From an optimization exercise on the open Yosys and OpenROAD flow, aimed at small area, a short achievable clock period and few clock cycles per item; shortcuts taken in it are not production practice. Function was checked by simulation only, so behaviour that the tests miss may differ from the original. No activity file was given, so power comes from the tool's default toggle rates.

==> run a <==
==> flow/design.v <==
`timescale 1ns / 1ps
module sdram_controller(
    input        clk,        
    input        rst,        
    input        write,      
    input        sel,        
    input [31:0] addr,       
    output reg [31:0] out_data,   
    output reg        ready,      
    input  [31:0] read_data,      
    output        wen,            
    output [6:0]  idx             
);
	assign idx = {addr[15:14], addr[2:0], addr[17:16]};
	assign wen = sel & write;
	always @(posedge clk, posedge rst) begin
		if(rst) begin
			out_data <= 32'b0;
			ready    <= 1'b0;
		end
		else if(sel) begin
			ready <= 1'b1;
			if(!write)
				out_data <= read_data;
		end
	end
endmodule
`timescale 1ns / 1ps
module sdram_model(
    input         clk,
    input         wen,           
    input  [6:0]  widx,          
    input  [31:0] wdata,         
    input  [6:0]  ridx,          
    output [31:0] rdata          
);
	reg  [31:0]   bank [0:127];
	wire [127:0]  rsel;
	wire [31:0]   term [0:128];
	assign term[0] = 32'b0;
	genvar w;
	generate
		for (w = 0; w < 128; w = w + 1) begin : word
			always @(posedge clk) begin
				if(wen && widx == w)
					bank[w] <= wdata;
			end
			assign rsel[w] = (ridx == w);
			assign term[w+1] = term[w] | (bank[w] & {32{rsel[w]}});
		end
	endgenerate
	assign rdata = term[128];
endmodule
`timescale 1ns / 1ps
module sdram_top(
    input        clk,        
    input        rst,        
    input        write,      
    input        sel,        
    input [31:0] in_data,    
    input [31:0] addr,       
    output [31:0] out_data,  
    output        ready      
);
    wire [31:0] read_data;
    wire        wen;
    wire [6:0]  idx;
    sdram_controller sdram_controller(
        .clk(clk),
        .rst(rst),
        .write(write),
        .sel(sel),
        .addr(addr),
        .out_data(out_data),
        .ready(ready),
        .read_data(read_data),
        .wen(wen),
        .idx(idx)
    );
    sdram_model sdram_model(
        .clk(clk),
        .wen(wen),
        .widx(idx),
        .wdata(in_data),
        .ridx(idx),
        .rdata(read_data)
    );
endmodule
==> flow/flow/run.sh <==
#!/bin/bash
# Standard ORFS layout, with setup repair pushed below the clock period after
# clock tree synthesis only (the floorplan-stage repair runs without a margin).
set -euo pipefail
MARGIN=$(cat flow/margin.txt)
bash standard.sh synth > synth.log 2>&1
bash standard.sh floorplan place > place.log 2>&1
SETUP_SLACK_MARGIN=$MARGIN bash standard.sh cts > cts.log 2>&1
SETUP_SLACK_MARGIN=$MARGIN bash standard.sh finish > finish.log 2>&1
==> flow/flow/margin.txt <==
3.3
==> flow/standard.sh <==
#!/bin/bash
# synth_recipe.tcl (not shown) runs the flow's synth.tcl, then flattens the netlist and writes it again
# the make line also repeats each setting of config.mk as NAME=value (left out here)
make -C /OpenROAD-flow-scripts/flow DESIGN_CONFIG=/design/flow/config.mk WORK_HOME=/design/flow/orfs CLKGATE_MAP_FILE= SYNTH_SCRIPT=/design/flow/synth_recipe.tcl "${@:-finish}"
==> flow/config.mk <==
export PLATFORM = sky130hd
export DESIGN_NAME = sdram_top
export DESIGN_NICKNAME = sdram_top
export VERILOG_FILES = /design/flow/design.v
export SDC_FILE = /design/flow/constraint.sdc
export NUM_CORES = 4
export LEC_CHECK = 0
export CAP_MARGIN = 20
export CORE_MARGIN = 2
export CORE_UTILIZATION = 65
export CTS_CLUSTER_DIAMETER = 100
export CTS_CLUSTER_SIZE = 30
export PLACE_DENSITY = 0.72
export SLEW_MARGIN = 20
export SYNTH_MEMORY_MAX_BITS = 8192
==> flow/constraint.sdc <==
create_clock -name core_clock -period 6.0 [get_ports {clk}]
set_input_delay 1.2000 -clock core_clock [delete_from_list [all_inputs] [get_ports {clk}]]
set_output_delay 1.2000 -clock core_clock [all_outputs]
set_load 0.01 [all_outputs]
==> run b (differences from run a) <==
--- a/flow/design.v
+++ b/flow/design.v
@@ -35,20 +35,10 @@
     output [31:0] rdata          
 );
-	reg  [31:0]   bank [0:127];
-	wire [127:0]  rsel;
-	wire [31:0]   term [0:128];
-	assign term[0] = 32'b0;
-	genvar w;
-	generate
-		for (w = 0; w < 128; w = w + 1) begin : word
-			always @(posedge clk) begin
-				if(wen && widx == w)
-					bank[w] <= wdata;
-			end
-			assign rsel[w] = (ridx == w);
-			assign term[w+1] = term[w] | (bank[w] & {32{rsel[w]}});
-		end
-	endgenerate
-	assign rdata = term[128];
+	reg [31:0] bank [0:127];
+	always @(posedge clk) begin
+		if(wen)
+			bank[widx] <= wdata;
+	end
+	assign rdata = bank[ridx];
 endmodule
 `timescale 1ns / 1ps
==> flow/run.sh (new file) <==
#!/bin/bash
# synth_recipe.tcl (not shown) runs the flow's synth.tcl, then flattens the netlist and writes it again
# the make line also repeats each setting of config.mk as NAME=value (left out here)
make -C /OpenROAD-flow-scripts/flow DESIGN_CONFIG=/design/flow/config.mk WORK_HOME=/design/flow/orfs CLKGATE_MAP_FILE= SYNTH_SCRIPT=/design/flow/synth_recipe.tcl finish
CORE_UTILIZATION = 30   (was 65)
CTS_CLUSTER_DIAMETER = not set   (was 100)
CTS_CLUSTER_SIZE = not set   (was 30)
PLACE_DENSITY = not set   (was 0.72)
removed: flow/flow/run.sh
removed: flow/flow/margin.txt
removed: flow/standard.sh
==> run c (differences from run a) <==
--- a/flow/design.v
+++ b/flow/design.v
@@ -36,9 +36,12 @@
 );
 	reg  [31:0]   bank [0:127];
-	wire [127:0]  rsel;
-	wire [31:0]   term [0:128];
-	assign term[0] = 32'b0;
+	wire [31:0]   lsel;                  
+	wire [31:0]   term [0:131];          
+	wire [31:0]   part [0:3];            
 	genvar w;
 	generate
+		for (w = 0; w < 32; w = w + 1) begin : dec
+			assign lsel[w] = (ridx[4:0] == w);
+		end
 		for (w = 0; w < 128; w = w + 1) begin : word
 			always @(posedge clk) begin
@@ -46,9 +49,15 @@
 					bank[w] <= wdata;
 			end
-			assign rsel[w] = (ridx == w);
-			assign term[w+1] = term[w] | (bank[w] & {32{rsel[w]}});
+			if (w % 32 == 0) begin : first
+				assign term[w + w/32] = bank[w] & {32{lsel[w % 32]}};
+			end else begin : rest
+				assign term[w + w/32] = term[w + w/32 - 1] | (bank[w] & {32{lsel[w % 32]}});
+			end
+			if (w % 32 == 31) begin : last
+				assign part[w/32] = term[w + w/32];
+			end
 		end
 	endgenerate
-	assign rdata = term[128];
+	assign rdata = part[ridx[6:5]];
 endmodule
 `timescale 1ns / 1ps
==> flow/flow/margin.txt (replaced) <==
2.75
CORE_UTILIZATION = 40   (was 65)
PLACE_DENSITY = not set   (was 0.72)
==> notes.md <==
metric	run b	run c	run a
Run status	no timing/DRC/antenna violations	no timing/DRC/antenna violations	aborted with a tool error
Stage where the flow stopped	-	-	5_1_grt
Top contributor to total power	registers	registers	-
Placed cell area	0.1711 mm^2	0.1628 mm^2	0.1631 mm^2
Worst path arrival time	5.61 ns	4.30 ns	-
Total power of the final layout	61,600 uW	48,710 uW	-
Combinational cell power	3830 uW	2660 uW	-
Power density relative to cell area	333.7 mW/mm^2	283.6 mW/mm^2	-
Buffers plus inverters on the worst setup path	4	4	-
Worst-path clk slew	0.06 ns	0.12 ns	-
Clock buffer count from CTS	422	164	157
Sw frac	0.2286	0.2248	-
Resized cells post-CTS	0	221	1,165
Filler cell count in the final layout	48,372	31,527	-
Length of routed wiring on met1	204,900 um	205,900 um	-
Final Net Count	9,078	8,846	-
Number of distinct library cells after synthesis	82	90	79
Post-placement cell count	15,553	13,334	11,741
Buffers, non-clock	656	924	-
Depth of the worst register-to-register path	6	8	-
Measured slew at the worst slew-check pin	1.295 ns	1.206 ns	-
Post-route DRC violation count	0	0	-
Hold wc startpoint	in_data[16]	sdram_controller.ready	-
TritonCTS clock tree	yes	yes	-
Period minus WS final	4.762 ns	3.361 ns	-
Testbench counts of run a, summed over its fixed seeds: cycles 8,008, items 8,000.
Testbench counts of run b, summed over its fixed seeds: cycles 8,008, items 8,000.
Testbench counts of run c, summed over its fixed seeds: cycles 8,008, items 8,000.

==> what the ideal ports hide <==
The flow's constraints put no driver on any port. The routed layouts listed below were extracted and timed again, unchanged, in two steps.
Step 1 sets driving cells, clkbuf_16 on the clock port and buf_2 on the other inputs (assumed; they add their load-dependent delay and slew).
Step 2 adds t to the input delays and takes it off the output delays; t is the mean of the earliest and latest rising clock arrival at the registers after step 1. Input paths then give back, and output paths get back, about the clock's delay inside the block.
Three values: ideal, step 1, step 2; two values: the first two.
| run | shift t [ns] | slack for setup (ns) | worst data-port slew with drivers (ns) |
|---|---|---|---|
| run b | 1.104 | 1.238 / 1.295 / 0.190 | 0.21 |
| run c | 1.054 | 2.639 / 2.385 / 1.331 | 0.49 |
After both steps every run listed still meets setup and hold. For run c, which loses most, drivers alone change the setup slack by -0.254 ns; drivers and shift together by -1.308 ns.
